Source: an optimization exercise on an open RTL-to-GDS flow (aim: small area). Production flows keep margins and buffers that such runs may drop.
The RTL was checked by simulation tests, not by an equivalence proof against the original design.
Power figures rest on the tool's default switching activity, not on a simulated workload.

Design ddr2_ctrl_top, start of the top module:
module ddr2_ctrl_top (
  input         clk,
  input         rst,
  input  [2:0]  af_cmd,
  input  [30:0] af_addr,
  input         af_empty,
  input         phy_init_done,
  output        ctrl_ref_flag,
  output        ctrl_af_rden,
  output        ctrl_wren,
  output        ctrl_rden,
  output [12:0] ctrl_addr,
  output [1:0]  ctrl_ba,
  output        ctrl_ras_n,
  output        ctrl_cas_n,
  output        ctrl_we_n,
  output [0:0]  ctrl_cs_n
);
For scale: roughly 440 cells after synthesis, about 61 I/O pins, about 5600 um^2 of cells after synthesis.
Settings: LEC_CHECK=0, CAP_MARGIN=0, CORE_MARGIN=2, CORE_UTILIZATION=70, GPL_TIMING_DRIVEN=0, PLACE_DENSITY=0.8, SLEW_MARGIN=0; clock period 5.0 ns.
standard.sh (not shown) runs the stock make flow with config.mk's settings and CLKGATE_MAP_FILE= SYNTH_SCRIPT=/design/flow/synth_recipe.tcl, a recipe that flattens the netlist after the stock synthesis.
==> flow/flow/run.sh <==
#!/bin/bash
# The standard ORFS layout (standard.sh) with these changes:
#  - after the standard synthesis, flow/restructure.tcl re-maps the
#    combinational logic for area (OpenROAD restructure -target area, with
#    the platform's don't-use cells taken out of the Liberty file it maps
#    to); the registers are kept as the standard synthesis made them;
#  - ports are buffered with buf_1 (BUFFER_PORTS_ARGS);
#  - CTS uses clkbuf_8 and inserts no dummy loads (CTS_ARGS).
# Each tool's output goes to a log file of its own here.
set -euo pipefail
export BUFFER_PORTS_ARGS="-buffer_cell sky130_fd_sc_hd__buf_1"
export REMOVE_ABC_BUFFERS=1
export CTS_ARGS="-sink_clustering_enable -repair_clock_nets -dont_use_dummy_load -buf_list sky130_fd_sc_hd__clkbuf_8"
R=orfs/results/sky130hd/ddr2_ctrl_top/base
LIB=$FLOW_HOME/platforms/sky130hd/lib/sky130_fd_sc_hd__tt_025C_1v80.lib

bash standard.sh synth > standard_synth.log 2>&1
cp $R/1_synth.odb $R/1_synth_std.odb
mkdir -p restructure_work
python3 flow/filter_lib.py $LIB restructure_work/abc.lib > filter_lib.log 2>&1
RS_LIB=$LIB RS_ABC_LIB=$PWD/restructure_work/abc.lib \
RS_IN=$R/1_synth_std.odb RS_SDC=$R/1_synth.sdc RS_OUT=$R/1_synth_rs.odb \
RS_WORK=$PWD/restructure_work \
  openroad -no_init -exit flow/restructure.tcl > restructure.log 2>&1
cp $R/1_synth_rs.odb $R/1_synth.odb
touch $R/1_synth.sdc

bash standard.sh > standard.log 2>&1
Other scripts of this flow, unchanged in this note and not shown: flow/flow/filter_lib.py, flow/flow/restructure.tcl
Next try:
--- a/flow/design.v
+++ b/flow/design.v
@@ -53,18 +53,15 @@
   reg  [11:0] ref_cnt;
   wire [11:0] ref_nxt  = {ref_cnt[10:0],
                           ~(ref_cnt[11] ^ ref_cnt[5] ^ ref_cnt[3] ^ ref_cnt[0])};
   wire        ref_flag = (ref_cnt == 12'd1968);
   wire        ref_near = (ref_cnt == 12'd2540) | (ref_cnt == 12'd984);
   always @(posedge clk) begin
-    if (rst_r1) begin
-      if (ref_near)
-        ref_cnt <= ref_nxt;
-      else
-        ref_cnt <= 12'd0;
-    end else if (ref_flag)
+    if (rst_r1 & ~ref_near)
+      ref_cnt <= 12'd0;
+    else if (~rst_r1 & ref_flag)
       ref_cnt <= 12'd1;
     else
       ref_cnt <= ref_nxt;
   end
   reg auto_ref_r;
   always @(posedge clk) begin
What happened: Power stays flat. Clock power goes down by about 0.9%. First-iteration DRC count is lower by 10%. Non-clock buffer count fell by 1. Final cell count hardly moves. Count of clock-buffer cells in the layout is unchanged. Setup slack gains 0.027 ns.

Another version of the RTL of ddr2_ctrl_top (not shown whole).
Size: about 61 I/O pins, about 5600 um^2 of cells after synthesis.
Settings: LEC_CHECK=0, CAP_MARGIN=0, CORE_MARGIN=2, CORE_UTILIZATION=70, GPL_TIMING_DRIVEN=0, PLACE_DENSITY=0.8, SLEW_MARGIN=0; clock period 5.0 ns.
==> flow/flow/filter_lib.py <==
"""Write a copy of a Liberty file without the cells the platform marks
don't-use (sky130hd: probe_p_8, probec_p_8 and lpflow_* cells), for
restructure's ABC mapping, which reads the Liberty file directly."""
import re
import sys

src, dst = sys.argv[1], sys.argv[2]
text = open(src).read()
drop = re.compile(r'^sky130_fd_sc_hd__(probe_p_8|probec_p_8|lpflow_\w+)$')
out = []
pos = 0
for m in re.finditer(r'\n(\s*)cell\s*\(\s*"?(\w+)"?\s*\)\s*\{', text):
    if m.start() < pos:
        continue
    # find the end of this cell block by brace matching
    depth = 0
    i = m.end() - 1
    while True:
        c = text[i]
        if c == '{':
            depth += 1
        elif c == '}':
            depth -= 1
            if depth == 0:
                break
        i += 1
    out.append(text[pos:m.start()])
    if not drop.match(m.group(2)):
        out.append(text[m.start():i + 1])
    pos = i + 1
out.append(text[pos:])
open(dst, 'w').write(''.join(out))
==> flow/flow/restructure.tcl <==
# Area recovery on the standard synthesis's netlist: OpenROAD's restructure
# re-maps the combinational logic between the registers with ABC for area,
# using a copy of the Liberty file without the platform's don't-use cells.
# The registers (their cells and names) are not touched.
read_liberty $::env(RS_LIB)
read_db $::env(RS_IN)
read_sdc $::env(RS_SDC)
report_design_area
restructure -target area -liberty_file $::env(RS_ABC_LIB) \
  -tielo_port sky130_fd_sc_hd__conb_1/LO -tiehi_port sky130_fd_sc_hd__conb_1/HI \
  -work_dir $::env(RS_WORK)
report_design_area
report_worst_slack
write_db $::env(RS_OUT)
Scripts as last shown in full above: flow/flow/run.sh
Then changed:
--- a/flow/design.v
+++ b/flow/design.v
@@ -166,36 +166,32 @@
       af_valid_r2 <= 1'b0;
     else if (en2)
       af_valid_r2 <= af_valid_r1;
   end
   reg  [3:0]  bank_open;
   reg  [1:0]  mru0, mru1, mru2;
   reg  [12:0] open_row [0:3];
   reg         row_conflict_r;
   wire        all_open = &bank_open;
   wire        cmd_act = ~ras_n_r & cas_n_r & we_n_r;
-  wire        cmd_bst =  ras_n_r & ~cas_n_r;
   reg  [1:0]  row_bank;    
   wire [1:0]  bank1_nxt = rst_r1 ? 2'b00 : en1 ? af_addr[24:23] : bank1;
   always @(posedge clk)
     row_bank <= is_act ? bank2 : bank1_nxt;
   wire [12:0] row_sel = open_row[row_bank];
   always @(posedge clk)
     if (en2 & af_valid_r1)
       open_row[bank1] <= row1;
   wire [1:0]  lru_bank = all_open ? (mru0 ^ mru1 ^ mru2) : 2'b00;
   always @(posedge clk) begin
-    if (rst_r1)
-      bank2 <= 2'b00;
-    else if (en2)
-      bank2 <= bank1;
     if (en2) begin
+      bank2 <= bank1;
       row_conflict_r <= (row_sel != row1);
       rd2   <= rd1;
       bank_conflict_r <= ~bank_open[bank1];
     end
   end
   reg [9:0] col_r;
   always @(posedge clk)
     if (~af_valid_r2 | sm_rden_r)
       col_r <= col1;
   wire act_upd = is_act & ~rst_r1;
@@ -252,21 +248,21 @@
   reg [1:0]  ba_r;
   always @(posedge clk) begin
     a10_r <= is_pre & auto_ref_r;
     if (is_pre & bank_conflict_r)
       ba_r <= lru_bank;
     else
       ba_r <= bank2;
   end
   assign ctrl_addr[12:11] = row_sel[12:11] & {2{cmd_act}};
   assign ctrl_addr[10]    = (row_sel[10] & cmd_act) | a10_r;
-  assign ctrl_addr[9:0]   = (row_sel[9:0] & {10{cmd_act}}) | (col_r & {10{cmd_bst}});
+  assign ctrl_addr[9:0]   = (row_sel[9:0] & {10{cmd_act}}) | (col_r & {10{ras_n_r}});
   assign ctrl_ref_flag = ref_flag;
   assign ctrl_ba    = ba_r;
   assign ctrl_ras_n = ras_n_r;
   assign ctrl_cas_n = cas_n_r;
   assign ctrl_we_n  = we_n_r;
   assign ctrl_cs_n  = cs_n_r;
 endmodule
 `timescale 1ns/1ps
 module ddr2_ctrl_top (
   input         clk,
Total power stays flat.
Design area came out lower by 0.69%.
Sequential share of layout area grows by 0.77 points.
Via count decreases by 4.7%.
Combinational power decreases by 4.4%.
First-iteration DRC count shrinks by 23%.
Clock power came out higher by about 0.8%.
Critical path depth is unchanged.
Synthesized cell count is about the same.
Routed wire length goes down by 3.2%.
Count of clock-buffer cells in the layout is unchanged.
Global-route usage falls by 0.36 points.
Clock skew hardly moves.

port drivers added, routing unchanged:
Ports are ideal in the flow. The routed layouts listed here were re-timed in OpenROAD. Step 1 (the two cells are an assumption about what drives the block):
set clk [get_ports {clk}]
set_driving_cell -lib_cell sky130_fd_sc_hd__clkbuf_16 $clk
set_driving_cell -lib_cell sky130_fd_sc_hd__buf_2 [delete_from_list [all_inputs] $clk]
Step 2 times the ports against the registers' clock, not the clock port: input delays grow and output delays shrink by t, the midpoint of the rising clock arrivals with the driver on. Slacks: ideal / step 1 / step 2; pairs: ideal / step 1.
run	t, ns	setup WS [ns]	worst register clock-pin slew, ns	worst data-port slew with drivers (ns)
the first run of note 1	0.451	0.543 / 0.509 / 0.874	0.09 / 0.09	0.03
the second run of note 1	0.456	0.570 / 0.534 / 0.888	0.09 / 0.09	0.05
the first run of note 2	0.439	0.481 / 0.450 / 0.582	0.08 / 0.08	0.04
the second run of note 2	0.466	0.488 / 0.456 / 0.922	0.09 / 0.09	0.03
After both steps every run listed still meets setup and hold.
